This is an optimization exercise on Yosys and OpenROAD, whose aim is small area, a short achievable clock period and few clock cycles, not a production implementation.
At most, simulation tests tie the RTL to the original design; equivalence was not proved.
No functional check of the RTL was part of run 4.
Power is estimated from default activity; no workload was simulated.

## design/flow/flow/run.sh

```bash
#!/bin/bash
# Layout flow: the standard flow (standard.sh, all steps), except that
# - the buffers buffer_ports puts on every input and output port are
#   sky130_fd_sc_hd__buf_4 cells instead of the resizer's default choice;
# - after the resizer step of placement, outflops.tcl moves the buffer of
#   each output port that a flip-flop drives next to that flip-flop
#   (detailed placement then legalizes both), so the buffer, not the
#   flip-flop, drives the long wire to the edge of the die; the flip-flop
#   becomes a dfxtp_4 and the buffer a buf_8.
# - repair_timing (after placement, CTS and global routing) works to a setup
#   slack margin of 15 ns: at the design's 20 ns clock every path has far
#   more slack than that needs, so without the margin repair_timing leaves
#   the paths that set the period achieved as they are.
# - CTS puts buffers on the clock tree's wires every 150 um (CTS_BUF_DISTANCE).
# The make output goes to standard.log; ORFS keeps each step's log under orfs/logs.
set -e
export BUFFER_PORTS_ARGS="-buffer_cell sky130_fd_sc_hd__buf_4"
export POST_RESIZE_TCL="$PWD/flow/outflops.tcl"
export SETUP_SLACK_MARGIN=15
export CTS_BUF_DISTANCE=150
bash standard.sh > standard.log 2>&1
```

## design/flow/flow/outflops.tcl

```tcl
# Move the buffer of every output port that a flip-flop drives (and
# nothing else) onto that flip-flop's location, and make the flip-flop a
# dfxtp_4 and the buffer a buf_8; detailed placement legalizes them.
set block [ord::get_db_block]
set db [ord::get_db]
set ff4 [$db findMaster sky130_fd_sc_hd__dfxtp_4]
set buf8 [$db findMaster sky130_fd_sc_hd__buf_8]
set moved 0
foreach bterm [$block getBTerms] {
  if { [$bterm getIoType] != "OUTPUT" } { continue }
  set net [$bterm getNet]
  set drv {}
  foreach it [$net getITerms] { if { [$it isOutputSignal] } { lappend drv $it } }
  if { [llength $drv] != 1 } { puts "outflops: [$bterm getName] has no single driver"; continue }
  set buf [[lindex $drv 0] getInst]
  set bin {}
  foreach it [$buf getITerms] { if { [$it isInputSignal] } { lappend bin $it } }
  if { [llength $bin] != 1 } { puts "outflops: [$buf getName] is not a buffer"; continue }
  set inet [[lindex $bin 0] getNet]
  if { [llength [$inet getITerms]] != 2 || [llength [$inet getBTerms]] != 0 } {
    puts "outflops: [$bterm getName]: the buffer's input net has other loads"; continue
  }
  set ff {}
  foreach it [$inet getITerms] { if { [$it isOutputSignal] } { set ff [$it getInst] } }
  if { $ff == {} } { continue }
  set m [[$ff getMaster] getName]
  if { ![string match "*dfxtp*" $m] } { puts "outflops: [$ff getName] is $m, skipped"; continue }
  set loc [$ff getLocation]
  $buf setLocation [lindex $loc 0] [lindex $loc 1]
  $ff swapMaster $ff4
  $buf swapMaster $buf8
  incr moved
}
puts "outflops: moved $moved output buffers next to their flip-flops"
```

## design/flow/standard.sh

```bash
#!/bin/bash
# synth_recipe.tcl (not shown) runs the flow's synth.tcl, then flattens the netlist and writes it again
# the make line also repeats each setting of config.mk as NAME=value (left out here)
make -C /OpenROAD-flow-scripts/flow DESIGN_CONFIG=/design/flow/config.mk WORK_HOME=/design/flow/orfs CLKGATE_MAP_FILE= SYNTH_SCRIPT=/design/flow/synth_recipe.tcl "${@:-finish}"
```

## design/flow/config.mk

```make
export PLATFORM = sky130hd
export DESIGN_NAME = CVP14
export DESIGN_NICKNAME = CVP14
export VERILOG_FILES = /design/flow/design.v
export SDC_FILE = /design/flow/constraint.sdc
export NUM_CORES = 8
export LEC_CHECK = 0
export ABC_AREA = 1
export CAP_MARGIN = 50
export CORE_MARGIN = 2
export CORE_UTILIZATION = 50
export CTS_CLUSTER_DIAMETER = 120
export CTS_CLUSTER_SIZE = 24
export PLACE_DENSITY = 0.75
export SLEW_MARGIN = 50
```

## design/flow/constraint.sdc

```tcl
create_clock -name core_clock -period 20.0 [get_ports {Clk1}]
set_input_delay 4.0000 -clock core_clock [delete_from_list [all_inputs] [get_ports {Clk1}]]
set_output_delay 4.0000 -clock core_clock [all_outputs]
set_load 0.01 [all_outputs]
```

## design/flow/design.v

```verilog
module fadd_a(input [15:0] a, input [15:0] b, output [45:0] p);
  wire [4:0] ea = a[14:10], eb = b[14:10];
  wire sa = a[15], sb = b[15];
  wire [4:0] d = ea - eb;
  wire swap = (eb > ea);
  wire sub = sa ^ sb;
  wire [4:0] E0 = swap ? eb : ea;
  wire [10:0] ma = {|ea, a[9:0]}, mb = {|eb, b[9:0]};
  wire [10:0] mbig = swap ? mb : ma;
  wire [10:0] msml = swap ? ma : mb;
  wire [25:0] al = {msml, 15'b0} >> d;
  wire spec = (&ea) | (&eb);
  wire sign = spec ? ((&ea) ? sa : sb) : (swap ? sb : sa);
  assign p = {spec, sign, E0, sub, mbig, al, sub & (|al[14:0])};
endmodule
module fadd_b(input [45:0] p, output [23:0] q);
  wire spec = p[45], sign = p[44];
  wire [4:0] E0 = p[43:39];
  wire sub = p[38];
  wire [10:0] mbig = p[37:27];
  wire [25:0] al = p[26:1];
  wire borrow = p[0];
  wire [14:0] x = al[14:0];
  wire [11:0] yv = {sub, al[25:15] ^ {11{sub}}};
  wire [12:0] sum = {1'b0, mbig, 1'b1} + {yv, sub & ~borrow};
  wire [11:0] hi = sum[12:1];
  wire z13 = (x[12:0] == 13'd0);
  wire o13 = (x[12:0] == 13'h1FFF);
  wire c14 = ~x[13] & z13;
  wire s13 = sub ? (~x[13] ^ z13) : x[13];
  wire s14 = sub ? (~x[14] ^ c14) : x[14];
  wire or121 = sub ? ~(z13 | o13) : (|x[12:1]);
  wire and121 = sub ? ((x[12:0] == 13'd1) | (x[12:0] == 13'd2)) : (&x[12:1]);
  assign q = {spec, sign, E0, hi, s14, s13, or121, and121, x[0]};
endmodule
module fadd_c(input [23:0] p, output [15:0] y);
  wire spec = p[23], sign = p[22];
  wire [4:0] E0 = p[21:17];
  wire [13:0] H = p[16:3];      
  wire or121 = p[2], and121 = p[1], s0 = p[0];
  wire [11:0] U = H[13:2];      
  wire s14 = H[1], s13 = H[0];
  wire or13_1 = s13 | or121;
  wire or13_0 = s13 | or121 | s0;
  wire or12_0 = or121 | s0;
  wire all14_0 = s14 & s13 & and121 & s0;
  wire all14_1 = s14 & s13 & and121;
  wire [4:0] Ep1 = E0 + 5'd1, Ep2 = E0 + 5'd2, Ep3 = E0 + 5'd3;
  wire e28 = (E0 >= 5'd28), e29 = (E0 >= 5'd29), e30 = (E0 == 5'd30);
  wire cZ = (U == 12'd0);
  wire cO = U[11];
  wire cN = ~U[11] & U[10];
  wire [9:0] frO = U[10:1];
  wire condO = U[0] & (s14 | or13_1 | U[1]);
  wire cyO = U[0] & all14_1;
  wire all1O = &frO, zeroO = (frO == 10'd0);
  wire [9:0] frOi = frO + 10'd1;
  wire [9:0] frN = U[9:0];
  wire condN = s14 & (or13_0 | U[0]);
  wire cyN = all14_0;
  wire all1N = &frN, zeroN = (frN == 10'd0);
  wire [9:0] frNi = frN + 10'd1;
  reg [3:0] lz;
  always @(*)
    casez (U[9:0])
      10'b1?????????: lz = 4'd1;
      10'b01????????: lz = 4'd2;
      10'b001???????: lz = 4'd3;
      10'b0001??????: lz = 4'd4;
      10'b00001?????: lz = 4'd5;
      10'b000001????: lz = 4'd6;
      10'b0000001???: lz = 4'd7;
      10'b00000001??: lz = 4'd8;
      10'b000000001?: lz = 4'd9;
      default:        lz = 4'd10;
    endcase
  wire [11:0] X = {U[9:0], s14, s13} << (lz - 4'd1);
  wire [9:0] frL = X[10:1];
  wire condL = U[9] & s13 & (or12_0 | s14);
  wire bumpL = condL & (U[8:0] == 9'd0) & ~s14;
  reg [4:0] EL;
  always @(*)
    casez (U[9:0])
      10'b1?????????: EL = bumpL ? E0 : E0 - 5'd1;
      10'b01????????: EL = E0 - 5'd2;
      10'b001???????: EL = E0 - 5'd3;
      10'b0001??????: EL = E0 - 5'd4;
      10'b00001?????: EL = E0 - 5'd5;
      10'b000001????: EL = E0 - 5'd6;
      10'b0000001???: EL = E0 - 5'd7;
      10'b00000001??: EL = E0 - 5'd8;
      10'b000000001?: EL = E0 - 5'd9;
      default:        EL = E0 - 5'd10;
    endcase
  reg [4:0] E; reg [9:0] F; reg ovf;
  always @(*) begin
    if (cZ) begin
      E = all14_0 ? 5'd22 : 5'd0; F = 10'd0; ovf = 1'b0;
    end else if (cO) begin
      if (cyO & all1O) begin E = Ep3; F = 10'd0; ovf = e28; end
      else if (condO & zeroO & ~cyO) begin E = Ep2; F = frO; ovf = e29; end
      else begin E = Ep1; F = cyO ? frOi : frO; ovf = e30; end
    end else if (cN) begin
      if (cyN & all1N) begin E = Ep2; F = 10'd0; ovf = e29; end
      else if (condN & zeroN & ~cyN) begin E = Ep1; F = frN; ovf = e30; end
      else begin E = E0; F = cyN ? frNi : frN; ovf = 1'b0; end
    end else begin
      E = EL; F = frL; ovf = 1'b0;
    end
  end
  assign y = (spec | ovf) ? {sign, 5'b11111, 10'd0} : {sign, E, F};
endmodule
module fmul_a(input [15:0] a, input [15:0] b, output [66:0] p);
  wire [4:0] ea = a[14:10], eb = b[14:10];
  wire zero = (ea == 5'd0 && a[9:0] == 10'd0) || (eb == 5'd0 && b[9:0] == 10'd0);
  wire [10:0] ma = {1'b1, a[9:0]}, mb = {1'b1, b[9:0]};
  wire [13:0] pp0 = ma * mb[2:0];
  wire [13:0] pp1 = ma * mb[5:3];
  wire [13:0] pp2 = ma * mb[8:6];
  wire [12:0] pp3 = ma * mb[10:9];
  wire ga = ea > 5'd15, gb = eb > 5'd15;
  wire [4:0] ea1 = ea - 5'd15, eb1 = eb - 5'd15;
  reg [5:0] s0, s1;
  always @(*) begin
    if (ga & gb) begin
      s0 = {1'b0, ea1} + {1'b0, eb1};
      s1 = {1'b0, ea1} + {1'b0, eb1} + 6'd1;
    end else if (ga) begin
      s0 = {1'b0, ea1} - {1'b0, eb};
      s1 = s0;
    end else if (gb) begin
      s0 = {1'b0, eb1} - {1'b0, ea};
      s1 = s0;
    end else begin
      s0 = 6'b110001;
      s1 = 6'b110001;
    end
  end
  wire [5:0] t0 = s0 + 6'd15, t1 = s1 + 6'd15;
  wire [4:0] x0 = t0[5] ? 5'b11111 : t0[4:0];
  wire [4:0] x1 = t1[5] ? 5'b11111 : t1[4:0];
  assign p = {zero, a[15] ^ b[15], x1, x0, pp3, pp2, pp1, pp0};
endmodule
module fmul_b(input [66:0] p, output [23:0] q);
  wire [21:0] prod = {p[54:42], 9'd0} + {2'd0, p[41:28], 6'd0} + {5'd0, p[27:14], 3'd0} + {8'd0, p[13:0]};
  assign q = {p[66:55], prod[21:10]};
endmodule
module fmul_c(input [23:0] p, output [15:0] y);
  wire zero = p[23], sign = p[22];
  wire [4:0] x1 = p[21:17], x0 = p[16:12];
  wire [11:0] ph = p[11:0];    
  assign y = zero ? 16'd0 : (ph[11] ? {sign, x1, ph[10:1]} : {sign, x0, ph[9:0]});
endmodule
module ScalarRegFile (clk, rst, ra1, ra2, rd1, rd2,
                      bw_en, bw_hi, bw_dst, bw_data,
                      ww_lo, ww_hi, ww_dst, ww_data, r7_en, r7_data);
  input clk, rst;
  input [2:0] ra1, ra2;
  output [15:0] rd1, rd2;
  input bw_en, bw_hi;
  input [2:0] bw_dst;
  input [7:0] bw_data;
  input ww_lo, ww_hi;
  input [2:0] ww_dst;
  input [15:0] ww_data;
  input r7_en;
  input [15:0] r7_data;
  wire [15:0] regs [0:7];
  assign rd1 = regs[ra1];
  assign rd2 = regs[ra2];
  genvar g;
  generate
    for (g = 0; g < 8; g = g + 1) begin : entry
      reg [15:0] q;
      assign regs[g] = q;
      always @(posedge clk)
        if (rst)
          q <= 16'h0000;
        else begin
          if (ww_lo && ww_dst == g)              q[7:0] <= ww_data[7:0];
          else if (g == 7 && r7_en)              q[7:0] <= r7_data[7:0];
          else if (bw_en && !bw_hi && bw_dst == g) q[7:0] <= bw_data;
          if (ww_hi && ww_dst == g)              q[15:8] <= ww_data[15:8];
          else if (g == 7 && r7_en)              q[15:8] <= r7_data[15:8];
          else if (bw_en && bw_hi && bw_dst == g)  q[15:8] <= bw_data;
        end
    end
  endgenerate
endmodule
module VectorRegFile (clk, we_l, wd_l, we_a, wd_a, heads, taps);
  input clk;
  input [7:0] we_l, we_a;
  input [15:0] wd_l, wd_a;
  output [127:0] heads;
  output [127:0] taps;                 
  genvar g;
  generate
    for (g = 0; g < 8; g = g + 1) begin : entry
      reg [255:0] q;
      wire [255:0] rot = {q[15:0], q[255:16]};
      always @(posedge clk)
        q <= {rot[255:240], we_l[g] ? wd_l : rot[239:224], rot[223:192],
              we_a[g] ? wd_a : rot[191:176], rot[175:0]};
      assign heads[16*g +: 16] = q[15:0];
      assign taps[16*g +: 16] = q[143:128];
    end
  endgenerate
endmodule
module CVP14(output [15:0] Addr, output RD, output WR, output V, output [15:0] dataOut,
             input Reset, input Clk1, input [15:0] DataIn);
localparam QD = 4;                   
localparam CK = 3;                   
localparam FQ = 11;                  
localparam MU_IDLE = 2'd0, MU_VLD = 2'd1, MU_VSTW = 2'd2, MU_VSTR = 2'd3;
localparam AU_VADD = 2'd0, AU_VDOT = 2'd1, AU_SMUL = 2'd2;
function ok_add;
  input [15:0] x;
  ok_add = (x[14:0] == 15'd0) | (x[14:10] >= 5'd10 && x[14:10] <= 5'd27);
endfunction
function [4:0] emax;
  input [4:0] m;
  input [15:0] x;
  emax = (x[14:10] > m) ? x[14:10] : m;
endfunction
function ok_mul;
  input [4:0] ea, eb;
  ok_mul = (ea != 5'd31) & (eb != 5'd31) & ({1'b0, ea} + {1'b0, eb} <= 6'd44);
endfunction
reg rst;
always @(posedge Clk1) rst <= Reset;
reg [3:0] ph;                        
reg [7:0] zf;                        
reg [7:0] sa;                        
reg [4:0] mx [0:7];                  
reg [15:0] addr_q, dout_q;
reg rd_q, wr_q, v_q, vflag;
reg [15:0] q [0:QD-1];
reg [QD:0] qs;                       
reg [15:0] ir_pc, fpc;               
reg f_act;                           
wire [15:0] ir = q[0];
wire ir_v = ~qs[0];
reg [1:0] mu_st;
reg [3:0] mu_cnt;
reg [15:0] base;
reg [2:0] mu_reg;
reg mu_tap;                          
reg ld_now, ld_last;                 
reg l_oka;
reg [4:0] l_mx;
reg [15:0] ld1;
reg ld1_v, ld_first, ld1_first, ld1_last;
reg [2:0] ld1_r;
reg sl_v, sl_wlo, sl_whi;
reg sl_known, sl_safe_q, sl_fp_q;    
reg [4:0] sl_bnd_q;                  
reg [4:0] sl_mxa_q, sl_mxb_q;        
reg sl_b1, sl_bv;
reg [15:0] sl_pc;
reg [1:0] sl_op;
reg [2:0] sl_ra, sl_rb, sl_rd;
reg [15:0] sl_sc;
reg rd_busy, rd_act, vdot_wait, rd_us;
reg rd_tap;                          
reg [1:0] rd_op;
reg [2:0] rd_ra, rd_rb, rd_rd;
reg [3:0] rd_cnt;
reg [4:1] sv, sfirst, slast, sus;
reg [1:0] sop [1:4];
reg [2:0] srd [1:4];
reg [15:0] x1, y1;
reg [45:0] fa_p;
reg [23:0] fb_p;
reg [66:0] ma_p;
reg [23:0] mb_p;
reg [15:0] wres;
reg a_oka;
reg [4:0] a_mx;
reg ldf_v, ldf_oka;                  
reg [2:0] ldf_r;
reg [4:0] ldf_mx;
reg f5_v, f5_oka;                    
reg [2:0] f5_rd;
reg [4:0] f5_mx;
reg us_busy, us_fin, us_vdot, ovf;
reg [15:0] fq [0:FQ-1];
reg [3:0] fq_wp, fq_rp, fq_cnt;
reg [15:0] np;                       
reg np_v;
reg [15:0] acc;
reg [4:0] acc_k;
reg [1:0] acc_st;                    
reg vd_pend, vd_wlo, vd_whi, vd_wr;
reg [2:0] vd_rd;
reg nx_v, nx_wlo, nx_whi;             
reg [2:0] nx_rd;
reg [45:0] ca_p;
reg [23:0] cb_p;
integer k;
wire [3:0] op = ir[15:12];
wire is_vadd = (op == 4'd0);
wire is_vdot = (op == 4'd1);
wire is_smul = (op == 4'd2);
wire is_sst  = (op == 4'd3);
wire is_vld  = (op == 4'd4);
wire is_vst  = (op == 4'd5);
wire is_sll  = (op == 4'd6);
wire is_slh  = (op == 4'd7);
wire is_j    = (op == 4'd8);
wire is_au = is_vadd | is_vdot | is_smul;
wire is_mu = is_sst | is_vld | is_vst;
wire [2:0] f_d = ir[11:9], f_a = ir[8:6], f_b = ir[5:3];
wire [15:0] rx, ry;
wire [127:0] heads, taps;
wire redirect = us_fin & ovf;
wire blocking_us = us_busy & ~(us_fin & ~ovf);        
wire s4_vec = sv[4] & (sop[4] != AU_VDOT);
function pend_w;
  input [2:0] r;
  pend_w = rd_busy & (rd_op != AU_VDOT) & (rd_rd == r);
endfunction
function au_wpend;
  input [2:0] r;
  au_wpend = (rd_busy & (rd_op != AU_VDOT) & (rd_rd == r)) |
             (sv[1] & (sop[1] != AU_VDOT) & (srd[1] == r)) |
             (sv[2] & (sop[2] != AU_VDOT) & (srd[2] == r)) |
             (sv[3] & (sop[3] != AU_VDOT) & (srd[3] == r)) |
             (s4_vec & (srd[4] == r)) | (f5_v & (f5_rd == r));
endfunction
function sl_w;
  input [2:0] r;
  sl_w = sl_v & (sl_op != AU_VDOT) & (sl_rd == r);
endfunction
function sl_r;
  input [2:0] r;
  sl_r = sl_v & ((sl_ra == r) | ((sl_op != AU_SMUL) & (sl_rb == r)));
endfunction
function flags_pend;
  input [2:0] r;
  flags_pend = au_wpend(r) | (vld_act & (mu_reg == r)) | (ld1_v & (ld1_r == r)) | (ldf_v & (ldf_r == r));
endfunction
function pend_s;
  input [2:0] r;
  pend_s = (vd_pend & (vd_wlo | vd_whi) & (vd_rd == r)) |
           (nx_v & (nx_wlo | nx_whi) & (nx_rd == r)) |
           (sl_v & (sl_op == AU_VDOT) & (sl_wlo | sl_whi) & (sl_rd == r));
endfunction
wire mu_free = (mu_st == MU_IDLE);
wire vld_act = (mu_st == MU_VLD) | ld_now;            
wire sl_haz = (vld_act & (mu_reg == sl_ra | (mu_reg == sl_rb & (sl_op != AU_SMUL)))) |
              (((mu_st == MU_VSTW) | ((mu_st == MU_VSTR) & mu_tap)) & (mu_reg == sl_rd) & (sl_op != AU_VDOT));
wire wait_rd_d = (vdot_wait | (rd_busy & rd_tap)) & (rd_ra == f_d | rd_rb == f_d);
wire sl_safe = (sl_op == AU_VADD) ? (sa[sl_ra] & sa[sl_rb]) :
               (sl_op == AU_VDOT) ? ok_mul(mx[sl_ra], mx[sl_rb]) :
                                    ok_mul(mx[sl_ra], sl_sc[14:10]);
wire [4:0] sl_mxa = sl_mxa_q;
wire [4:0] sl_mxb = sl_mxb_q;
wire [4:0] sl_mxab = (sl_mxa > sl_mxb) ? sl_mxa : sl_mxb;
wire [5:0] sl_sum = {1'b0, sl_mxa} + {1'b0, sl_mxb};
wire [5:0] sl_add3 = {1'b0, sl_mxab} + 6'd3;
wire [5:0] sl_m14 = sl_sum - 6'd14;
wire [4:0] sl_bound = (sl_mxab == 5'd31) ? 5'd31 :
                      (sl_op == AU_VADD) ? ((sl_add3 >= 6'd31) ? 5'd31 : sl_add3[4:0]) :
                      (sl_sum < 6'd14 || sl_m14 <= {1'b0, sl_mxab}) ? sl_mxab :
                      (sl_m14 >= 6'd31) ? 5'd31 : sl_m14[4:0];
wire sl_fp = flags_pend(sl_ra) | ((sl_op != AU_SMUL) & flags_pend(sl_rb));
wire sl_ok = sl_known & sl_safe_q;
wire blocking = blocking_us | (sl_v & ~sl_ok);
wire vd_chain = vd_pend & ~nx_v & ~vd_wr & (acc_k >= 5'd16 - CK) & sl_safe_q;
wire sl_start = sl_v & sl_known & ~rd_busy & ~sl_haz & ((sl_op != AU_VDOT) | ~vd_pend | vd_chain) & (sl_safe_q | ~sl_fp_q);
reg issue_ok;
always @(*) begin
  if (is_au)       issue_ok = ~sl_v & (~is_smul | ~pend_s(f_b));
  else if (is_vld) issue_ok = mu_free & ~pend_s(f_a) & ~pend_w(f_d) & ~wait_rd_d & ~sl_r(f_d) & ~sl_w(f_d);
  else if (is_vst) issue_ok = mu_free & ~ld_now & ~pend_s(f_a) & ~pend_w(f_d) & ~sl_w(f_d);
  else if (is_sst) issue_ok = mu_free & ~pend_s(f_a) & ~pend_s(f_d);
  else issue_ok = 1'b1;
end
wire issue = ir_v & ~blocking & ~redirect & issue_ok;
wire au_issue = issue & is_au;
wire mu_issue = issue & is_mu;
wire sll_vd = issue & is_sll & vd_pend & (vd_rd == f_d);
wire slh_vd = issue & is_slh & vd_pend & (vd_rd == f_d);
wire sll_nx = issue & is_sll & nx_v & (nx_rd == f_d);
wire slh_nx = issue & is_slh & nx_v & (nx_rd == f_d);
wire sll_sl = issue & is_sll & sl_v & (sl_op == AU_VDOT) & (sl_rd == f_d);
wire slh_sl = issue & is_slh & sl_v & (sl_op == AU_VDOT) & (sl_rd == f_d);
wire r7_en = redirect & ~(us_vdot & vd_rd == 3'd7);
wire r7_vd = r7_en & vd_pend & (vd_rd == 3'd7);
wire r7_nx = r7_en & nx_v & (nx_rd == 3'd7);
ScalarRegFile srf(.clk(Clk1), .rst(rst),
                  .ra1(f_a), .ra2(is_smul ? f_b : f_d), .rd1(rx), .rd2(ry),
                  .bw_en(issue & (is_sll | is_slh)), .bw_hi(is_slh), .bw_dst(f_d), .bw_data(ir[7:0]),
                  .ww_lo(vd_wr & vd_wlo & ~sll_vd & ~r7_vd), .ww_hi(vd_wr & vd_whi & ~slh_vd & ~r7_vd),
                  .ww_dst(vd_rd), .ww_data(acc),
                  .r7_en(r7_en), .r7_data(sl_pc));    
wire [7:0] we_l = ld1_v ? (8'd1 << ld1_r) : 8'd0;
wire [7:0] we_a = s4_vec ? (8'd1 << srd[4]) : 8'd0;
VectorRegFile vrf(.clk(Clk1), .we_l(we_l), .wd_l(ld1), .we_a(we_a), .wd_a(wres), .heads(heads), .taps(taps));
wire [2:0] sel_a = rd_busy ? rd_ra : sl_ra;
wire [2:0] sel_b = rd_busy ? rd_rb : sl_rb;
wire [2:0] sel_c = mu_free ? f_d : mu_reg;
wire tap_now;
wire [15:0] va = zf[sel_a] ? 16'd0 : (tap_now ? taps[16*sel_a +: 16] : heads[16*sel_a +: 16]);
wire [15:0] vb = zf[sel_b] ? 16'd0 : (tap_now ? taps[16*sel_b +: 16] : heads[16*sel_b +: 16]);
wire c_tap = (mu_st == MU_VSTR) ? mu_tap : ph[3];
wire [15:0] vc = zf[sel_c] ? 16'd0 : (c_tap ? taps[16*sel_c +: 16] : heads[16*sel_c +: 16]);
wire [1:0] i_op = is_vadd ? AU_VADD : (is_vdot ? AU_VDOT : AU_SMUL);
wire sl_vdot = (sl_op == AU_VDOT);
wire first_read = (sl_start & (~sl_vdot | ph[2:0] == 3'd0)) | (vdot_wait & ph[2:0] == 3'd0);
wire read_now = first_read | rd_act;
wire read_last = rd_act & (rd_cnt == 4'd15);
wire [1:0] cur_op = sl_start ? sl_op : rd_op;
wire [2:0] cur_rd = sl_start ? sl_rd : rd_rd;
assign tap_now = rd_act ? rd_tap : (ph[3] & (vdot_wait | sl_vdot));
wire [45:0] fa_pn;
wire [23:0] fb_pn;
wire [66:0] ma_pn;
wire [23:0] mb_pn;
wire [15:0] fc_y, mc_y;
fadd_a ua1(.a(x1), .b(y1), .p(fa_pn));
fadd_b ua2(.p(fa_p), .q(fb_pn));
fadd_c ua3(.p(fb_p), .y(fc_y));
fmul_a um1(.a(x1), .b(y1), .p(ma_pn));
fmul_b um2(.p(ma_p), .q(mb_pn));
fmul_c um3(.p(mb_p), .y(mc_y));
always @(posedge Clk1) begin
  if (rst) begin
    rd_busy <= 1'b0; rd_act <= 1'b0; vdot_wait <= 1'b0; sl_v <= 1'b0; rd_tap <= 1'b0;
    sv <= 4'd0;
    us_busy <= 1'b0; us_fin <= 1'b0; ovf <= 1'b0;
  end else begin
    if (us_fin) begin us_fin <= 1'b0; us_busy <= 1'b0; end
    else if (sv[4] & slast[4] & sus[4]) us_fin <= 1'b1;
    if (sl_start) sl_v <= 1'b0;
    sl_known <= sl_v & ~sl_start;
    sl_b1 <= sl_v & ~sl_start;
    sl_bv <= sl_b1 & sl_v & ~sl_start;
    if (sll_sl) sl_wlo <= 1'b0;
    if (slh_sl) sl_whi <= 1'b0;
    if (au_issue) sl_v <= 1'b1;
    if (~sl_v & ~blocking_us) begin
      sl_op <= i_op; sl_ra <= f_a; sl_rb <= f_b; sl_rd <= f_d; sl_sc <= ry; sl_pc <= ir_pc;
      sl_wlo <= 1'b1; sl_whi <= 1'b1;
    end
    if (sl_start) begin
      rd_busy <= 1'b1;
      rd_op <= sl_op; rd_ra <= sl_ra; rd_rb <= sl_rb; rd_rd <= sl_rd; rd_us <= ~sl_safe_q;
      if (~sl_safe_q) begin
        us_busy <= 1'b1; us_vdot <= sl_vdot; ovf <= 1'b0;
      end
      vdot_wait <= sl_vdot & (ph[2:0] != 3'd0);
    end
    if (vdot_wait & ph[2:0] == 3'd0) vdot_wait <= 1'b0;
    if (first_read) begin rd_act <= 1'b1; rd_cnt <= 4'd1; rd_tap <= ph[3] & (cur_op == AU_VDOT); end
    else if (rd_act) begin rd_cnt <= rd_cnt + 4'd1; if (rd_cnt == 4'd15) rd_act <= 1'b0; end
    if (read_last) rd_busy <= 1'b0;
    sv <= {sv[3:1], read_now};
    if (sv[4] & (wres == 16'h7C00)) ovf <= 1'b1;
  end
end
always @(posedge Clk1) begin
  x1 <= va;
  if (read_now) begin
    if (cur_op != AU_SMUL) y1 <= vb;
    else if (sl_start) y1 <= sl_sc;
  end
  sl_safe_q <= sl_safe;
  sl_mxa_q <= mx[sl_ra];
  sl_mxb_q <= (sl_op == AU_SMUL) ? sl_sc[14:10] : mx[sl_rb];
  sl_bnd_q <= sl_bound;
  sl_fp_q <= sl_fp;
  sfirst <= {sfirst[3:1], first_read};
  slast <= {slast[3:1], read_last};
  sus <= {sus[3:1], sl_start ? ~sl_safe_q : rd_us};
  sop[1] <= cur_op; sop[2] <= sop[1]; sop[3] <= sop[2]; sop[4] <= sop[3];
  srd[1] <= cur_rd; srd[2] <= srd[1]; srd[3] <= srd[2]; srd[4] <= srd[3];
  fa_p <= fa_pn;
  fb_p <= fb_pn;
  ma_p <= ma_pn;
  mb_p <= mb_pn;
  wres <= (sop[3] == AU_VADD) ? fc_y : mc_y;
  if (s4_vec) begin
    a_oka <= (a_oka | sfirst[4]) & ok_add(wres);
    a_mx <= emax(sfirst[4] ? 5'd0 : a_mx, wres);
  end
end
wire push = sv[4] & (sop[4] == AU_VDOT);
wire fq_has = (fq_cnt != 4'd0);
wire step = vd_pend & np_v & (acc_st == 2'd0) & (acc_k != 5'd16);
wire np_load_q = step & fq_has;                        
wire np_load_p = push & (step ? ~fq_has : ~np_v);       
wire fq_push = push & ~np_load_p;
wire [45:0] ca_pn;
wire [23:0] cb_pn;
wire [15:0] cc_y;
fadd_a uc1(.a(acc), .b(np), .p(ca_pn));
fadd_b uc2(.p(ca_p), .q(cb_pn));
fadd_c uc3(.p(cb_p), .y(cc_y));
always @(posedge Clk1) begin
  if (rst) begin
    vd_pend <= 1'b0; acc_st <= 2'd0; vd_wr <= 1'b0; np_v <= 1'b0; nx_v <= 1'b0;
  end else begin
    if (sll_vd | r7_vd) vd_wlo <= 1'b0;
    if (slh_vd | r7_vd) vd_whi <= 1'b0;
    if (sll_nx | r7_nx) nx_wlo <= 1'b0;
    if (slh_nx | r7_nx) nx_whi <= 1'b0;
    if (sl_start & sl_vdot & vd_pend) begin
      nx_v <= 1'b1; nx_rd <= sl_rd; nx_wlo <= sl_wlo & ~sll_sl; nx_whi <= sl_whi & ~slh_sl;
    end
    if (vd_wr & nx_v) begin
      nx_v <= 1'b0; vd_rd <= nx_rd; vd_wlo <= nx_wlo & ~sll_nx & ~r7_nx; vd_whi <= nx_whi & ~slh_nx & ~r7_nx;
    end
    if (sl_start & sl_vdot & ~vd_pend) begin
      vd_pend <= 1'b1; vd_rd <= sl_rd; vd_wlo <= sl_wlo & ~sll_sl; vd_whi <= sl_whi & ~slh_sl;
      acc_k <= 5'd0; fq_cnt <= 4'd0; fq_wp <= 4'd0; fq_rp <= 4'd0; np_v <= 1'b0;
    end else begin
      if (fq_push) fq_wp <= (fq_wp == FQ - 1) ? 4'd0 : fq_wp + 4'd1;
      if (np_load_q) fq_rp <= (fq_rp == FQ - 1) ? 4'd0 : fq_rp + 4'd1;
      fq_cnt <= fq_cnt + {3'd0, fq_push} - {3'd0, np_load_q};
      if (step) acc_k <= acc_k + 5'd1;
      else if (vd_wr) acc_k <= 5'd0;
      if (np_load_q | np_load_p) np_v <= 1'b1;
      else if (step) np_v <= 1'b0;
    end
    acc_st <= {acc_st[0], step & (acc_k != 5'd0)};
    vd_wr <= acc_st[1] & (acc_k == 5'd16);
    if (vd_wr & ~nx_v) vd_pend <= 1'b0;
  end
end
always @(posedge Clk1) begin
  if (fq_push) fq[fq_wp] <= wres;
  if (np_load_q) np <= fq[fq_rp];
  else if (np_load_p) np <= wres;
  ca_p <= ca_pn;
  cb_p <= cb_pn;
  if (step & (acc_k == 5'd0)) acc <= np;
  else if (acc_st[1]) acc <= cc_y;
end
wire [3:0] eoff0 = is_vld ? ph + 4'd1 : 4'd0;
wire [6:0] soff = {ir[5], ir[5:0]} + {3'd0, eoff0};
wire [7:0] an_lo = {1'b0, rx[6:0]} + {1'b0, soff};
wire [8:0] an_hm = rx[15:7] - 9'd1, an_hp = rx[15:7] + 9'd1;
wire [8:0] an_hi = soff[6] ? (an_lo[7] ? rx[15:7] : an_hm) : (an_lo[7] ? an_hp : rx[15:7]);
wire [15:0] addr_now = {an_hi, an_lo[6:0]};
wire [15:0] base_now = rx + {{10{ir[5]}}, ir[5:0]};
reg c_port, c_rd, c_wr, c_ld, c_ld_last;
reg [3:0] c_eoff, c_cnt;
reg [1:0] c_st;
always @(*) begin
  c_port = 1'b0; c_rd = 1'b0; c_wr = 1'b0; c_ld = 1'b0; c_ld_last = 1'b0;
  c_eoff = 4'd0; c_st = mu_st; c_cnt = mu_cnt;
  case (mu_st)
    MU_VLD: begin
      c_port = 1'b1; c_rd = 1'b1; c_ld = 1'b1; c_eoff = ph + 4'd1;
      c_cnt = mu_cnt + 4'd1;
      if (mu_cnt == 4'd15) begin c_st = MU_IDLE; c_ld_last = 1'b1; end
    end
    MU_VSTW:
      if (ph[2:0] == 3'd0) begin
        c_port = 1'b1; c_wr = 1'b1; c_st = MU_VSTR;
      end
    MU_VSTR: begin
      c_port = 1'b1; c_wr = 1'b1; c_eoff = {ph[3] ^ mu_tap, ph[2:0]};
      if (ph[2:0] == 3'd7 && (ph[3] ^ mu_tap)) c_st = MU_IDLE;
    end
    default: ;
  endcase
end
wire [15:0] c_addr = base + {12'd0, c_eoff};
wire i_port = is_vld | is_sst | (is_vst & (ph[2:0] == 3'd0));
wire [1:0] i_st = is_vld ? MU_VLD : (is_vst ? ((ph[2:0] == 3'd0) ? MU_VSTR : MU_VSTW) : MU_IDLE);
wire n_mu_port = mu_issue ? i_port : c_port;
wire n_mu_rd = mu_issue ? is_vld : c_rd;
wire n_mu_wr = mu_issue ? (is_sst | is_vst) : c_wr;
wire n_ld = mu_issue ? is_vld : c_ld;
wire n_ld_last = ~mu_issue & c_ld_last;
wire [1:0] n_mu_st = mu_issue ? i_st : c_st;
wire [3:0] n_mu_cnt = mu_issue ? 4'd1 : c_cnt;
wire [15:0] n_dout = (mu_issue & is_sst) ? ry : vc;
wire [15:0] n_mu_addr = mu_issue ? addr_now : c_addr;
wire flush = redirect | (issue & is_j);
wire [15:0] jt = ir_pc + {{4{ir[11]}}, ir[11:0]};
wire [15:0] jt1 = ir_pc + {{4{ir[11]}}, ir[11:0]} + 16'd1;
wire [15:0] target = redirect ? 16'hFFF0 : jt;
wire [15:0] target1 = redirect ? 16'hFFF1 : jt1;
wire [15:0] fpc_inc = fpc + 16'd1;
wire arrive = f_act & ~flush;
wire [QD:0] qs_a = arrive ? {qs[QD-1:0], 1'b0} : qs;           
wire [QD:0] qs_b = arrive ? qs : {1'b0, qs[QD:1]};             
wire [QD:0] n_qs = flush ? {{QD{1'b0}}, 1'b1} : (issue ? qs_b : qs_a);
wire room_a = ~qs_a[QD];
wire f_if_issue = ~c_port & ~(is_mu & i_port);        
wire f_no_issue = ~c_port & (redirect | room_a);
wire n_f_act = issue ? f_if_issue : f_no_issue;
wire [15:0] fetch_addr = flush ? target : fpc;
wire n_vflag = redirect | (vflag & ~issue);
always @(posedge Clk1) begin
  if (rst) begin
    ph <= 4'd0;
    zf <= 8'hFF; sa <= 8'hFF;
    for (k = 0; k < 8; k = k + 1) begin mx[k] <= 5'd0; end
    ldf_v <= 1'b0;
    qs <= {{QD{1'b0}}, 1'b1}; ir_pc <= 16'd0; fpc <= 16'd1; f_act <= 1'b1;
    addr_q <= 16'd0; rd_q <= 1'b1; wr_q <= 1'b0; v_q <= 1'b0; vflag <= 1'b0;
    mu_st <= MU_IDLE; ld_now <= 1'b0; ld_last <= 1'b0; ld1_v <= 1'b0; ld1_last <= 1'b0;
    f5_v <= 1'b0;
  end else begin
    ph <= ph + 4'd1;
    qs <= n_qs;
    ir_pc <= flush ? target : (issue ? ir_pc + 16'd1 : ir_pc);
    fpc <= flush ? (n_f_act ? target1 : target) : (n_f_act ? fpc_inc : fpc);
    f_act <= n_f_act;
    addr_q <= n_mu_port ? n_mu_addr : fetch_addr;
    rd_q <= n_mu_port ? n_mu_rd : n_f_act;
    wr_q <= n_mu_port & n_mu_wr;
    vflag <= n_vflag;
    v_q <= n_vflag & ~n_mu_port & n_f_act;    
    mu_st <= n_mu_st;
    ld_now <= n_ld; ld_last <= n_ld_last;
    ld1_v <= ld_now; ld1_last <= ld_last;
    if (ld1_v) begin
      l_oka <= (l_oka | ld1_first) & ok_add(ld1);
      l_mx <= emax(ld1_first ? 5'd0 : l_mx, ld1);
    end
    if (ld_last) zf[mu_reg] <= 1'b0;
    ldf_v <= ld1_last & ~au_wpend(ld1_r) & ~sl_w(ld1_r);
    if (ldf_v & ~au_wpend(ldf_r) & ~sl_w(ldf_r)) begin
      sa[ldf_r] <= ldf_oka;
      mx[ldf_r] <= ldf_mx;
    end
    f5_v <= s4_vec & slast[4];
    if (f5_v & ~((rd_busy & (rd_op != AU_VDOT) & (rd_rd == f5_rd)) |
                 (sv[1] & (sop[1] != AU_VDOT) & (srd[1] == f5_rd)) |
                 (sv[2] & (sop[2] != AU_VDOT) & (srd[2] == f5_rd)) |
                 (sv[3] & (sop[3] != AU_VDOT) & (srd[3] == f5_rd)) |
                 (s4_vec & (srd[4] == f5_rd)) |
                 (vld_act & (mu_reg == f5_rd)) | (ld1_v & (ld1_r == f5_rd)) | sl_w(f5_rd))) begin
      sa[f5_rd] <= f5_oka;
      mx[f5_rd] <= f5_mx;
    end
    if (read_last & (rd_op != AU_VDOT)) zf[rd_rd] <= 1'b0;
    if (mu_issue & is_vld) begin
      sa[f_d] <= 1'b0; mx[f_d] <= 5'd31;
    end
    if (sl_start & ~sl_vdot) begin
      sa[sl_rd] <= 1'b0; mx[sl_rd] <= (sl_safe_q & sl_bv) ? sl_bnd_q : 5'd31;
    end
  end
end
wire [QD-1:0] at_a = arrive ? qs[QD-1:0] : {QD{1'b0}};
wire [QD-1:0] at_b = arrive ? qs[QD:1] : {QD{1'b0}};
always @(posedge Clk1) begin
  for (k = 0; k < QD; k = k + 1)
    if (issue ? at_b[k] : at_a[k]) q[k] <= DataIn;
    else if (issue && k < QD - 1) q[k] <= q[k + 1];
end
always @(posedge Clk1) begin
  if (mu_free) begin base <= base_now; mu_reg <= f_d; end
  if (mu_st != MU_VSTR) mu_tap <= ph[3];
  mu_cnt <= n_mu_cnt;
  ld1_r <= mu_reg;
  ld_first <= mu_issue & is_vld;
  ld1_first <= ld_first;
  ldf_r <= ld1_r;
  ldf_oka <= (l_oka | ld1_first) & ok_add(ld1);
  ldf_mx <= emax(ld1_first ? 5'd0 : l_mx, ld1);
  f5_rd <= srd[4];
  f5_oka <= (a_oka | sfirst[4]) & ok_add(wres);
  f5_mx <= emax(sfirst[4] ? 5'd0 : a_mx, wres);
  dout_q <= n_dout;
  ld1 <= DataIn;
end
assign Addr = addr_q;
assign RD = rd_q;
assign WR = wr_q;
assign V = v_q;
assign dataOut = dout_q;
endmodule
```

==> impl_metrics.toml, run 1 <==
[outcome]
outcome = "timing/DRC/antenna clean"

[cells_and_area]
multi_input_area_um2 = 39140
seqCellArea_um2 = 66880
top_register = "vrf.entry.q"
largestRegisters = "vrf.entry.q: 2048 flops, fq: 176 flops, srf.entry.q: 128 flops"
syn2layout_area_growth_pct = 7.795
finalInstanceArea_um2 = 120200
largest_reg_flops = 2048
n_fill_cell = 19190
nets = 11944
drive_above_1_share_pct = 5.847

[synthesis]
synthCells = 11672
synth-seq-cells = 3109
synth_edf_count = 448
ys_seq_area_share_pct = 59.83
synthArstFlopShare_pct = 0
yosys.cell_types.count = 79
syn_nets = 12068
yosysWarnings = 8
synth-main-ff-cell = "dfxtp_1"
avgSynthCellArea_um2 = 9.555
synth_area_um2 = 111500

[clocking]
htree_levels = 4
cts_max_path_buffers = 4
clk_pin_slew_ns = 0.09
numCtsBuffers = 154
clock-root-buffer = "clkbuf_16"
cts_sinks = 3109
cts_tree = "built"
clk-insertion-delay-late_ns = 0.82

[drt]
wl_per_cell_um = 22.57
wl_met2_um = 148100
ant_nets = 0
vias = 82553
drc = 0
via_per_inst = 5.656
dr_wl_met3_um = 26080
firstDrtPassIters = 8
wl_met1_um = 136600
routed_wl_um = 329400
highest_layer = "met5"
first_iter_violations = 9080

[floorplan]
dieArea_um2 = 226800
chipHeight_um = 476.3
core-area_um2 = 222100
boundaryPins = 53
placementRows = 173
initial_core_util_pct = 50.22
die_w_um = 476.3

[global_route]
grt_pass1_vias = 79863
grt_pass1_wl_um = 493600
gr-total-overflow = 0
grt_use_total_pct = 28.11
grt_max_degree = 89
antenna_found_initial = 17

[place]
dpl_cell_area_um2 = 115500
hpwlAfterDp_um = 229900
placement.io_buffers = 52
place_congestion = 0.9969

[worst_setup_path]
worstPathRequired_ns = 16.00
arrival_ns = 1.31
worstSetupEndpointType = "output port"
critPathBufInv = 1
path_cells = "buf_8"
crit_fanout = 1
worstSetupStartpointType = "flop"
cpPeakStageDelay_ns = 0.36
critPathTopFamily = "flip-flops"
slowest_stage = "dfxtp_4"
path_class = "flop to output port"

[sta]
fmax_ghz = 0.1885
rsz0062_at_grt = "true"
hold_violations = 0
min_period_ns = 5.306
slew_headroom_pct = 45.76
tightest_slew_ns = 0.8009
whs_ns = 0.2993
period_share_pct = 26.53
skew_ns = 0.05808
slew_viol_final = 0
finalSetupTns_ns = 0
setup_viol = 0

[pwr]
p_switching_w = 0.006802
vdd_drop_max_uv = 98.39
p_sw_share_pct = 39.57
power.density_nw_per_um2 = 143.0
pwr-share-seq_pct = 44.3
p_leak_nw = 48.32
cellInternalPower_w = 0.01039
p_clk_share_pct = 20.1
combPwrFrac_pct = 35.6

[run]
cap_violations = 0

[hold_path]
hold_path_class = "flop to flop"
synthesized netlist by cell type, types with 77 or more instances:
| cell | instances | area, um2 |
|---|---|---|
| a31oi_1 | 77 | 481.7 |
| xor2_1 | 229 | 2006 |
| nand4_1 | 108 | 675.7 |
| dfxtp_1 | 2661 | 53270 |
| a311oi_1 | 121 | 1060 |
| inv_1 | 1036 | 3889 |
| nand2_1 | 2064 | 7747 |
| o211ai_1 | 149 | 1119 |
| clkbuf_1 | 362 | 1359 |
| nor3_1 | 104 | 520.5 |
| nor2_1 | 898 | 3371 |
| xnor2_1 | 110 | 963.4 |
| edfxtp_1 | 448 | 13450 |
| ha_1 | 311 | 3891 |
| o21ai_0 | 1244 | 6226 |
| a21oi_1 | 535 | 2678 |
| nand3_1 | 333 | 1667 |
| o22ai_1 | 145 | 907.1 |
layer usage:
metal | vias up | track usage [%]
li1 | 38602 | -
met1 | 39405 | 37.35
met2 | 3668 | 44.95
met3 | 870 | 4.241
met4 | 8 | 13.67
met5 | - | 0
logic make-up (layout without fill, tap and decap cells):
kind of cell               count (synthesis)  in the layout  share of synthesized area (%)
xor gates and xnor gates                 339            339                          2.662
DFF                                     3109           3109                          59.83
buffers and inverters                   1575           1516                          5.527
muxes                                     22             22                         0.2008
other                                      0              8                              0
AOI/OAI and AO/OA                       2599           2599                          13.58
and+or+nand+nor                         3650           3650                          13.51
adders and majority gates                378            378                          4.692
power by group through the flow:
stage          Sequential (W)  Clock, W  Combinational, W
6_report              0.00762   0.00346           0.00612
5_1_grt               0.00767   0.00371           0.00667
4_1_cts               0.00761   0.00350           0.00594
3_5_place_dp          0.00775         0           0.00591
3_3_place_gp          0.00772         0           0.00568
2_1_floorplan         0.00743         0           0.00392
worst paths after layout:
path	from	to	slack (ns)	cells past startpoint
hold reg to reg	vrf.entry[5].q[96]	vrf.entry[5].q[80]	0.30	0
hold / removal	vrf.entry[5].q[96]	vrf.entry[5].q[80]	0.30	0
setup / recovery	dout_q[2]	dataOut[2]	14.69	1
setup reg to reg	q[0][13]	addr_q[7]	15.37	23
cell usage in the layout, fill, tap and decap left out, drive strengths merged, types with 7 or more instances in the layout:
cell,instances
o2111ai,11
a22oi,14
o211a,9
xnor2,110
nand4,109
edfxtp,448
o21ai,1285
a311oi,134
nor3,108
nand3,340
diode,8
a211oi,47
nand3b,8
clkbuf,207
inv,1078
mux2i,19
or2,32
a21o,7
dfxtp,2661
nand2,2093
clkinv,19
buf,205
o22ai,145
o21bai,32
o21a,11
ha,311
nor2,911
xor2,229
nor4,34
o211ai,149
a221oi,40
fa,67
o221ai,22
o311ai,36
a21oi,537
a31oi,77
o31ai,14
final cells by class:
type / count / area share, %
Multi-Input combinational cell: 6988 / 32.55
Tap cell: 2975 / 3.096
Inverter: 1087 / 3.425
Sequential cell: 3109 / 55.63
Antenna cell: 8 / 0.01665
Timing Repair Buffer: 208 / 1.627
Clock buffer: 205 / 3.471
Clock inverter: 16 / 0.1821
what timing repair did:
| item | in CTS | in global routing |
|---|---|---|
| hold buffers | 0 | 0 |
| buffers inserted | 0 | 11 |
| gates cloned | 0 | 0 |
| pin swaps | 0 | 2 |
| resized for setup | 0 | 14 |
| setup endpoints to repair | 35 | 60 |
per-stage QoR:
stage,util [%],cells,setup WS (ns),total power (W)
floorplan,-,11672,15.61,0.01135
global placement,51.57,14311,15.05,0.01340
detailed placement,52.02,14347,15.14,0.01366
CTS,53.99,14568,14.67,0.01704
global route,54.13,14595,14.67,0.01805
finish,54.13,14596,14.69,0.01719
Testbench counts, summed over its fixed seeds: cycles 77,450.
==> run 2: changes to the inputs <==
--- a/design/flow/flow/run.sh
+++ b/design/flow/flow/run.sh
@@ -7,4 +7,3 @@
 #   (detailed placement then legalizes both), so the buffer, not the
-#   flip-flop, drives the long wire to the edge of the die; the flip-flop
-#   becomes a dfxtp_4 and the buffer a buf_8.
+#   flip-flop, drives the long wire to the edge of the die.
 # - repair_timing (after placement, CTS and global routing) works to a setup
--- a/design/flow/flow/outflops.tcl
+++ b/design/flow/flow/outflops.tcl
@@ -1,8 +1,5 @@
 # Move the buffer of every output port that a flip-flop drives (and
-# nothing else) onto that flip-flop's location, and make the flip-flop a
-# dfxtp_4 and the buffer a buf_8; detailed placement legalizes them.
+# nothing else) onto that flip-flop's location; detailed placement
+# legalizes them.
 set block [ord::get_db_block]
-set db [ord::get_db]
-set ff4 [$db findMaster sky130_fd_sc_hd__dfxtp_4]
-set buf8 [$db findMaster sky130_fd_sc_hd__buf_8]
 set moved 0
@@ -29,4 +26,2 @@
   $buf setLocation [lindex $loc 0] [lindex $loc 1]
-  $ff swapMaster $ff4
-  $buf swapMaster $buf8
   incr moved
==> run 2 against run 1 <==
Synthesized cell count unchanged. Non-clock buffer count increased by 4. Largest cell class unchanged. Still clean. Die area stayed put. Fmax up 0.40%. Highest routed layer unchanged. Cell area down 0.23%. Clock-buffer cell count down 5. Largest power group unchanged. Via count decreased by 0.13%.
==> impl_metrics.toml, run 2 <==
[outcome]
outcome = "timing/DRC/antenna clean"

[global_route]
antenna_found_initial = 21
grt_use_total_pct = 27.97
grt_pass1_wl_um = 491300
gr-total-overflow = 0
grt_pass1_vias = 79649
grt_max_degree = 89

[cells_and_area]
top_register = "vrf.entry.q"
finalInstanceArea_um2 = 119900
largest_reg_flops = 2048
layout_commonest_cell = "dfxtp_1"
seqCellArea_um2 = 66790
multi_input_area_um2 = 39110
n_fill_cell = 19312
final-instance-count-excl-fill = 14595
drive_above_1_share_pct = 5.838
syn2layout_area_growth_pct = 7.549
largestRegisters = "vrf.entry.q: 2048 flops, fq: 176 flops, srf.entry.q: 128 flops"
nets = 11948
layout_common_cells = "dfxtp_1 (2612), nand2_1 (2057), o21ai_0 (1237), inv_1 (1015), nor2_1 (882)"

[pwr]
p_leak_nw = 48.25
vdd_drop_max_uv = 110.5
power.density_nw_per_um2 = 142.9

[worst_setup_path]
rr_endpoint = "base[15]"
worstSetupPathDepth = 1
worstSetupStartpointType = "flop"
cpPeakStageDelay_ns = 0.34
arrival_ns = 1.28
path_cells = "buf_6"
r2r_setup_slack_ns = 15.30
path_class = "flop to output port"
crit_fanout = 1
critPathBufInv = 1
timing.rr.start = "q[0][7]"
crit_end = "dataOut[2]"
rr_worst_depth = 19
worstPathRequired_ns = 16.00
worstSetupEndpointType = "output port"
slowest_stage = "dfxtp_2"
crit_start = "dout_q[2]"
critPathTopFamily = "flip-flops"

[synthesis]
yosys-top-cells-area = "dfxtp_1 (48%), edfxtp_1 (12%), nand2_1 (6.9%)"
yosys.cell_types.count = 79
yosysTopAreaCellShare_pct = 47.77
avgSynthCellArea_um2 = 9.555
syn_nets = 12068
synthCells = 11672
synth-main-ff-cell = "dfxtp_1"
ys_seq_area_share_pct = 59.83
synth_area_um2 = 111500
synth_edf_count = 448
synth.most_common_cell = "dfxtp_1"
synth-seq-cells = 3109
synthArstFlopShare_pct = 0
synthTopCellsByCount = "dfxtp_1 (2661), nand2_1 (2064), o21ai_0 (1244), inv_1 (1036), nor2_1 (898)"
synth_area_leader_cell = "dfxtp_1"
yosysWarnings = 8

[sta]
tightest_slew_ns = 0.7447
skew_ns = 0.06156
fmax_ghz = 0.1892
setup_viol = 0
period_share_pct = 26.42
slew_viol_final = 0
rsz0062_at_grt = "true"
hold_violations = 0
whs_ns = 0.2911
timing.final.ws_setup_ns = 14.72
finalSetupTns_ns = 0
min_period_ns = 5.285
slew_headroom_pct = 49.83

[clocking]
cts_sinks = 3109
clk_pin_slew_ns = 0.09
numCtsBuffers = 154
cts_max_path_buffers = 4
clock-root-buffer = "clkbuf_16"
hold_buffers = 0
cts_tree = "built"
htree_levels = 4
clk-insertion-delay-late_ns = 0.82

[drt]
first_iter_violations = 9053
routed_wl_um = 327800
via_per_inst = 5.649
dr_wl_met3_um = 24810
drc = 0
wl_met1_um = 137400
highest_layer = "met5"
ant_nets = 0
vias = 82445
wl_met2_um = 147400
firstDrtPassIters = 7
wl_per_cell_um = 22.46

[floorplan]
chipHeight_um = 476.3
core-area_um2 = 222100
dieArea_um2 = 226800
boundaryPins = 53
die_w_um = 476.3
placementRows = 173
initial_core_util_pct = 50.22

[place]
place_congestion = 0.9969
dp_cells = 14347
hpwlAfterDp_um = 230000
placement.io_buffers = 52
dpl_cell_area_um2 = 115100
preCtsSetupSlack_ns = 15.16

[run]
cap_violations = 0

[hold_path]
hold_path_class = "flop to flop"
-- run 2: repair_timing --
action / 4_1_cts / 5_1_grt
setup endpoints to repair: 35 / 54
gates resized for setup: 67 / 14
pin swaps: 0 / 1
setup buffers: 0 / 15
gates cloned: 0 / 0
-- run 2: cells by family after synthesis --
group	after synthesis	share of synthesized area (%)
buf+inv	1575	5.527
compound gates	2599	13.58
fa+ha+maj	378	4.692
mux	22	0.2008
simple gates	3650	13.51
xor+xnor	339	2.662
flops	3109	59.83
-- run 2: power breakdown --
group,internal [W],total [W],switching (W)
Combinational,0.00183,0.00610,0.00427
Clock,0.00148,0.00344,0.00196
Sequential,0.00704,0.00760,0.000561
-- run 2: stage by stage --
stage	power [W]	util (%)
after floorplan	0.01135	-
after global placement	0.01340	51.57
after detailed placement	0.01362	51.84
after CTS	0.01700	53.87
after global routing	0.01800	54.01
final	0.01714	54.01
-- run 2: layer usage --
layer	vias up	GRT usage, %
met4	14	13.44
met5	-	0
met3	816	4.064
li1	38575	-
met1	39337	37.28
met2	3703	44.79
-- run 2: cell type report --
type | count | area share (%)
flip-flops and latches | 3109 | 55.68
multi-input cells | 6988 | 32.60
inverters | 1087 | 3.437
clock buffers | 200 | 3.401
well taps | 2975 | 3.103
repair buffers | 212 | 1.540
clock inverters | 17 | 0.2201
diodes | 7 | 0.01460
-- run 2: worst min path at each step --
stage | start | end | slack, ns | depth (start not counted)
2_1_floorplan | ca_p[39] | cb_p[17] | 0.31 | 0
3_3_place_gp | vrf.entry[7].q[121] | vrf.entry[7].q[105] | 0.31 | 0
3_5_place_dp | vrf.entry[1].q[20] | vrf.entry[1].q[4] | 0.31 | 0
4_1_cts | vrf.entry[4].q[96] | vrf.entry[4].q[80] | 0.29 | 0
5_1_grt | vrf.entry[4].q[151] | vrf.entry[4].q[135] | 0.30 | 0
6_report | vrf.entry[5].q[23] | vrf.entry[5].q[7] | 0.29 | 0
==> run 3: changes to the inputs <==
--- a/design/flow/config.mk
+++ b/design/flow/config.mk
@@ -10,3 +10,3 @@
 export CORE_MARGIN = 2
-export CORE_UTILIZATION = 50
+export CORE_UTILIZATION = 55
 export CTS_CLUSTER_DIAMETER = 120
==> run 3 against run 2 <==
Total power down 0.44%. Flip-flop and latch count stayed put. Cell count fell by 2.2%. Setup slack gained 0.041 ns. Sequential power down 0.7%. Largest power group unchanged. Worst hold slack improved by 0.020 ns. First-iteration DRC count down 0.41%. Wire length down 0.69%. Critical path type unchanged.
==> impl_metrics.toml, run 3 <==
[sta]
finalSetupTns_ns = 0
period_share_pct = 26.22
rsz0062_at_grt = "true"
fmax_ghz = 0.1907
whs_ns = 0.3107
slew_viol_final = 0
slew_headroom_pct = 43.00
setup_viol = 0
min_period_ns = 5.244
tightest_slew_ns = 0.8417
skew_ns = 0.05724
hold_violations = 0

[synthesis]
yosysTopAreaCellShare_pct = 47.77
synth-seq-cells = 3109
synth-main-ff-cell = "dfxtp_1"
yosys.cell_types.count = 79
synth_area_leader_cell = "dfxtp_1"
synthCells = 11672
synth_edf_count = 448
synthTopCellsByCount = "dfxtp_1 (2661), nand2_1 (2064), o21ai_0 (1244), inv_1 (1036), nor2_1 (898)"
ys_seq_area_share_pct = 59.83
yosys-top-cells-area = "dfxtp_1 (48%), edfxtp_1 (12%), nand2_1 (6.9%)"
yosysWarnings = 8
synth.most_common_cell = "dfxtp_1"
syn_nets = 12068
synth_area_um2 = 111500
avgSynthCellArea_um2 = 9.555
synthArstFlopShare_pct = 0

[pwr]
p_sw_share_pct = 39.55
p_leak_nw = 48.20
power.density_nw_per_um2 = 143.0
cellInternalPower_w = 0.01032
p_clk_share_pct = 19.8
vdd_drop_max_uv = 130.6
p_switching_w = 0.006751
power.total_w = 0.01707
pwr-share-seq_pct = 44.2
combPwrFrac_pct = 36.0

[outcome]
outcome = "timing/DRC/antenna clean"

[cells_and_area]
syn2layout_area_growth_pct = 7.014
layout_commonest_cell = "dfxtp_1"
drive_above_1_share_pct = 5.719
largestRegisters = "vrf.entry.q: 2048 flops, fq: 176 flops, srf.entry.q: 128 flops"
layout_common_cells = "dfxtp_1 (2617), nand2_1 (2057), o21ai_0 (1227), inv_1 (1022), nor2_1 (881)"
n_fill_cell = 16736
final-instance-count-excl-fill = 14269
top_register = "vrf.entry.q"
largest_reg_flops = 2048
nets = 11939

[clocking]
hold_buffers = 0
cts_tree = "built"
cts_sinks = 3109
clk_pin_slew_ns = 0.09
numCtsBuffers = 154
clk-insertion-delay-late_ns = 0.79
cts_max_path_buffers = 4
clock-root-buffer = "clkbuf_16"
htree_levels = 4

[worst_setup_path]
rr_worst_depth = 20
critPathBufInv = 1
cpPeakStageDelay_ns = 0.33
arrival_ns = 1.24
path_cells = "buf_6"
r2r_setup_slack_ns = 15.07
worstSetupEndpointType = "output port"
worstSetupPathDepth = 1
critPathTopFamily = "flip-flops"
crit_fanout = 1
slowest_stage = "dfxtp_2"
path_class = "flop to output port"
worstSetupStartpointType = "flop"
worstPathRequired_ns = 16.00
timing.rr.start = "q[0][6]"
rr_endpoint = "base[15]"

[floorplan]
core-area_um2 = 201900
boundaryPins = 53
initial_core_util_pct = 55.24
die_w_um = 454.3
placementRows = 165
chipHeight_um = 454.3
dieArea_um2 = 206400

[drt]
vias = 82132
routed_wl_um = 325500
firstDrtPassIters = 8
ant_nets = 0
via_per_inst = 5.756
wl_per_cell_um = 22.81
drc = 0
first_iter_violations = 9016

[global_route]
gr-total-overflow = 0
grt_pass1_wl_um = 480900
grt_max_degree = 133
grt_use_total_pct = 30.64
grt_pass1_vias = 77830
antenna_found_initial = 20

[hold_path]
hold_end = "vrf.entry[5].q[93]"
hold_path_class = "flop to flop"
hold_depth = 0
hp-start = "vrf.entry[5].q[109]"

[place]
dp_cells = 14036
placement.io_buffers = 52
place_congestion = 1.018
hpwlAfterDp_um = 227400

[run]
cap_violations = 0
[run 3: power by group through the flow]
stage	Sequential, W	Clock [W]	Combinational, W
2_1_floorplan	0.00743	0	0.00392
3_3_place_gp	0.00767	0	0.00575
3_5_place_dp	0.00769	0	0.00590
4_1_cts	0.00755	0.00341	0.00595
5_1_grt	0.00759	0.00362	0.00666
6_report	0.00755	0.00338	0.00614
[run 3: cells by family after synthesis]
logic type,count (synthesis),share of synthesized area (%)
and+or+nand+nor,3650,13.51
DFF,3109,59.83
AOI/OAI and AO/OA,2599,13.58
buffers and inverters,1575,5.527
adders and majority gates,378,4.692
xor gates and xnor gates,339,2.662
muxes,22,0.2008
[run 3: layer usage]
metal / share of wire [%] / vias to the layer above / track usage, %
met5: 0.049 / - / 0
met1: 41 / 39064 / 40.01
met2: 45 / 3592 / 49.16
met3: 7.7 / 883 / 4.781
met4: 6.3 / 24 / 16.25
li1: - / 38569 / -
[run 3: worst max-delay path by stage]
stage          startpoint    endpoint  slack, ns
6_report        dout_q[2]  dataOut[2]      14.76
2_1_floorplan  DataIn[10]    q[1][10]      15.61
5_1_grt         dout_q[6]  dataOut[6]      14.72
3_3_place_gp     sl_rd[0]       y1[8]      14.42
3_5_place_dp     sl_rd[0]       y1[8]      14.83
4_1_cts         dout_q[2]  dataOut[2]      14.72
[run 3: through the flow]
step	area [um2]	util (%)	worst slack, ns
floorplan	111500	-	15.61
global placement	114300	56.59	14.42
detailed placement	114700	56.80	14.83
CTS	119100	58.97	14.72
global route	119300	59.11	14.72
finish	119300	59.11	14.76
[run 3: repair_timing]
item / CTS / global route
setup buffers: 3 / 11
gates cloned: 0 / 0
setup endpoints to repair: 41 / 65
pin swaps: 0 / 1
resized for setup: 57 / 20
[run 3: area by class of cell]
class	count	area (um2)	share of cell area, %
Antenna cell	4	10.01	0.008387
Sequential cell	3109	66780	55.95
Tap cell	2672	3343	2.801
Multi-Input combinational cell	6988	39130	32.78
Clock inverter	13	192.7	0.1614
Inverter	1087	4109	3.443
Timing Repair Buffer	203	1767	1.480
Clock buffer	193	4021	3.369
==> run 4: changes to the inputs <==
--- a/design/flow/design.v
+++ b/design/flow/design.v
@@ -167,2 +167,5 @@
   input [15:0] r7_data;
+  wire [15:0] wd = rst ? 16'h0000 :
+                   (ww_lo | ww_hi) ? ww_data :
+                   r7_en ? r7_data : {bw_data, bw_data};
   wire [15:0] regs [0:7];
@@ -175,13 +178,9 @@
       assign regs[g] = q;
-      always @(posedge clk)
-        if (rst)
-          q <= 16'h0000;
-        else begin
-          if (ww_lo && ww_dst == g)              q[7:0] <= ww_data[7:0];
-          else if (g == 7 && r7_en)              q[7:0] <= r7_data[7:0];
-          else if (bw_en && !bw_hi && bw_dst == g) q[7:0] <= bw_data;
-          if (ww_hi && ww_dst == g)              q[15:8] <= ww_data[15:8];
-          else if (g == 7 && r7_en)              q[15:8] <= r7_data[15:8];
-          else if (bw_en && bw_hi && bw_dst == g)  q[15:8] <= bw_data;
-        end
+      wire r7 = (g == 7) & r7_en;
+      wire en_lo = rst | (ww_lo & (ww_dst == g)) | r7 | (bw_en & ~bw_hi & (bw_dst == g));
+      wire en_hi = rst | (ww_hi & (ww_dst == g)) | r7 | (bw_en & bw_hi & (bw_dst == g));
+      always @(posedge clk) begin
+        if (en_lo) q[7:0] <= wd[7:0];
+        if (en_hi) q[15:8] <= wd[15:8];
+      end
     end
@@ -314,3 +313,3 @@
 wire [127:0] heads, taps;
-wire redirect = us_fin & ovf;
+wire redirect = us_fin & ovf & ~vd_wr;
 wire blocking_us = us_busy & ~(us_fin & ~ovf);        
@@ -376,2 +375,3 @@
   else if (is_sst) issue_ok = mu_free & ~pend_s(f_a) & ~pend_s(f_d);
+  else if (is_sll | is_slh) issue_ok = ~vd_wr;       
   else issue_ok = 1'b1;
@@ -432,3 +432,3 @@
   end else begin
-    if (us_fin) begin us_fin <= 1'b0; us_busy <= 1'b0; end
+    if (us_fin & ~(ovf & vd_wr)) begin us_fin <= 1'b0; us_busy <= 1'b0; end
     else if (sv[4] & slast[4] & sus[4]) us_fin <= 1'b1;
--- a/design/flow/config.mk
+++ b/design/flow/config.mk
@@ -10,3 +10,3 @@
 export CORE_MARGIN = 2
-export CORE_UTILIZATION = 55
+export CORE_UTILIZATION = 50
 export CTS_CLUSTER_DIAMETER = 120
==> run 4 against run 3 <==
Utilization is 4.9 points lower. Clock skew increased by 0.012 ns. Critical path depth unchanged. Combinational power grew 5.7%. Still clean on timing, DRC and antenna. Clock power grew 1%. Flip-flop and latch count unchanged. Via count fell by 3.6%. Non-clock buffer count decreased by 1.
==> impl_metrics.toml, run 4 <==
[sta]
setup_viol = 0
period_share_pct = 26.22
fmax_ghz = 0.1907
tightest_slew_ns = 0.7668
slew_viol_final = 0
hold_violations = 0
min_period_ns = 5.244
skew_ns = 0.06908
finalSetupTns_ns = 0
whs_ns = 0.2879
slew_headroom_pct = 48.88
rsz0062_at_grt = "true"

[cells_and_area]
drive_above_1_share_pct = 6.603
largestRegisters = "vrf.entry.q: 2048 flops, fq: 176 flops, srf.entry.q: 128 flops"
nets = 11443
largest_reg_flops = 2048
layout_common_cells = "dfxtp_1 (2477), nand2_1 (1856), o21ai_0 (1176), inv_1 (989), nor2_1 (666)"
top_register = "vrf.entry.q"
layout_commonest_cell = "dfxtp_1"
syn2layout_area_growth_pct = 7.728

[synthesis]
synth-seq-cells = 3109
ys_seq_area_share_pct = 61.46
synthArstFlopShare_pct = 0
yosys.cell_types.count = 89
yosys.area_share.simple_pct = 12.44
synth-compound-area-share_pct = 13.10
yosysWarnings = 8
synthCells = 11125
synth_top_family_by_area = "compound AO/OA/AOI/OAI gates"
synth-adder-area-share_pct = 4.718
synth_area_um2 = 110700
synthMuxAreaShare_pct = 0.1538
synth.most_common_cell = "dfxtp_1"
synth-main-ff-cell = "dfxtp_1"
yosysTopAreaCellShare_pct = 45.83
syn_nets = 11520
synthXorXnorAreaFrac_pct = 2.673
synth_area_leader_cell = "dfxtp_1"
avgSynthCellArea_um2 = 9.946
yosys-top-cells-area = "dfxtp_1 (46%), edfxtp_1 (16%), nand2_1 (6.3%)"
synthTopCellsByCount = "dfxtp_1 (2533), nand2_1 (1867), o21ai_0 (1184), inv_1 (1003), nor2_1 (679)"
synth_edf_count = 576

[drt]
first_iter_violations = 9398
via_per_inst = 5.626
ant_nets = 0
drc = 0
firstDrtPassIters = 7
routed_wl_um = 306300
vias = 79200
wl_per_cell_um = 21.76

[floorplan]
boundaryPins = 53
dieArea_um2 = 225100
chipHeight_um = 474.4
initial_core_util_pct = 50.31
placementRows = 172
die_w_um = 474.4
core-area_um2 = 219900

[clocking]
numCtsBuffers = 154
cts_max_path_buffers = 4
cts_tree = "built"
postCtsSetupBuffers = 0
clk_pin_slew_ns = 0.10
cts_sinks = 3109
clock-root-buffer = "clkbuf_16"
clk-insertion-delay-late_ns = 0.81
htree_levels = 4

[worst_setup_path]
cpPeakStageDelay_ns = 0.33
r2r_setup_slack_ns = 15.29
critPathTopFamily = "flip-flops"
timing.rr.start = "q[0][8]"
worstSetupEndpointType = "output port"
critPathBufInv = 1
crit_fanout = 1
arrival_ns = 1.24
slowest_stage = "dfxtp_2"
path_class = "flop to output port"
worstSetupStartpointType = "flop"
rr_endpoint = "base[15]"
rr_worst_depth = 16
path_cells = "buf_6"
worstSetupPathDepth = 1
crit_start = "dout_q[14]"
worstPathRequired_ns = 16.00

[pwr]
combPwrFrac_pct = 36.5
p_sw_share_pct = 39.67
power.total_w = 0.01778
vdd_drop_max_uv = 96.38
p_leak_nw = 48.05
p_clk_share_pct = 19.3
cellInternalPower_w = 0.01072
power.density_nw_per_um2 = 149.1
pwr-share-seq_pct = 44.2
p_switching_w = 0.007051

[global_route]
grt_use_total_pct = 26.55
grt_max_degree = 109
gr-total-overflow = 0
grt_pass1_vias = 76237
grt_pass1_wl_um = 460000
antenna_found_initial = 10

[hold_path]
hold_path_class = "flop to flop"
hp-start = "vrf.entry[4].q[80]"
hold_end = "vrf.entry[4].q[64]"
hold_depth = 0

[place]
placement.io_buffers = 52
place_congestion = 1.004
hpwlAfterDp_um = 214500

[run]
cap_violations = 0

[outcome]
outcome = "timing/DRC/antenna clean"
## run 4: cell count changes after synthesis, sizes merged, moves of 18 or more
cell / change
a211oi: -19
a22oi: +19
a311oi: -112
buf: +48
clkbuf: -101
dfxtp: -128
edfxtp: +128
nand2: -211
nand3: +30
nor2: -199
o2111ai: +18
o211ai: +34
o22ai: -49
o31ai: +22
## run 4: metrics by stage
stage / instance area (um2) / cells / utilization (%) / setup slack, ns
floorplan: 110700 / 11125 / - / 15.62
global placement: 113800 / 13801 / 51.75 / 15.25
detailed placement: 114500 / 13841 / 52.07 / 15.33
CTS: 119100 / 14065 / 54.13 / 14.72
global route: 119200 / 14075 / 54.19 / 14.71
finish: 119200 / 14077 / 54.20 / 14.76
## run 4: layer usage
| metal | global-route usage [%] | wire length (um) |
|---|---|---|
| met4 | 12.79 | 16930 |
| met1 | 35.65 | 126700 |
| met2 | 41.81 | 136100 |
| met5 | 0 | 8 |
| met3 | 4.356 | 26450 |
## run 4: cells by family after synthesis
family,after synthesis
muxes,17
DFF,3109
buffers and inverters,1523
and+or+nand+nor,3258
xor gates and xnor gates,336
adders and majority gates,377
AOI/OAI and AO/OA,2505
## run 4: power groups by stage
stage	Clock (W)	Sequential [W]	Combinational, W
global route	0.00367	0.00791	0.00710
detailed placement	0	0.00798	0.00626
finish	0.00343	0.00785	0.00649
CTS	0.00346	0.00785	0.00631
floorplan	0	0.00760	0.00432
global placement	0	0.00798	0.00599
## run 4: layout make-up
class                           instances  area [um2]
Inverter                             1088        4106
Timing Repair Buffer                  202        1827
Clock buffer                          212        4199
Multi-Input combinational cell       6493       37110
Clock inverter                         12       172.7
Fill cell                           18748      100700
Antenna cell                            3       7.507
Sequential cell                      3109       68080
Tap cell                             2958        3701
## run 4: timing repair
item | CTS | global route
setup endpoints to repair | 35 | 40
resized for setup | 60 | 9
hold buffers | 0 | 0
## run 4: worst max path at each step
stage | to | slack (ns)
floorplan | q[0][10] | 15.62
global placement | base[15] | 15.25
detailed placement | addr_q[15] | 15.33
CTS | dataOut[3] | 14.72
global route | dataOut[14] | 14.71
finish | dataOut[14] | 14.76
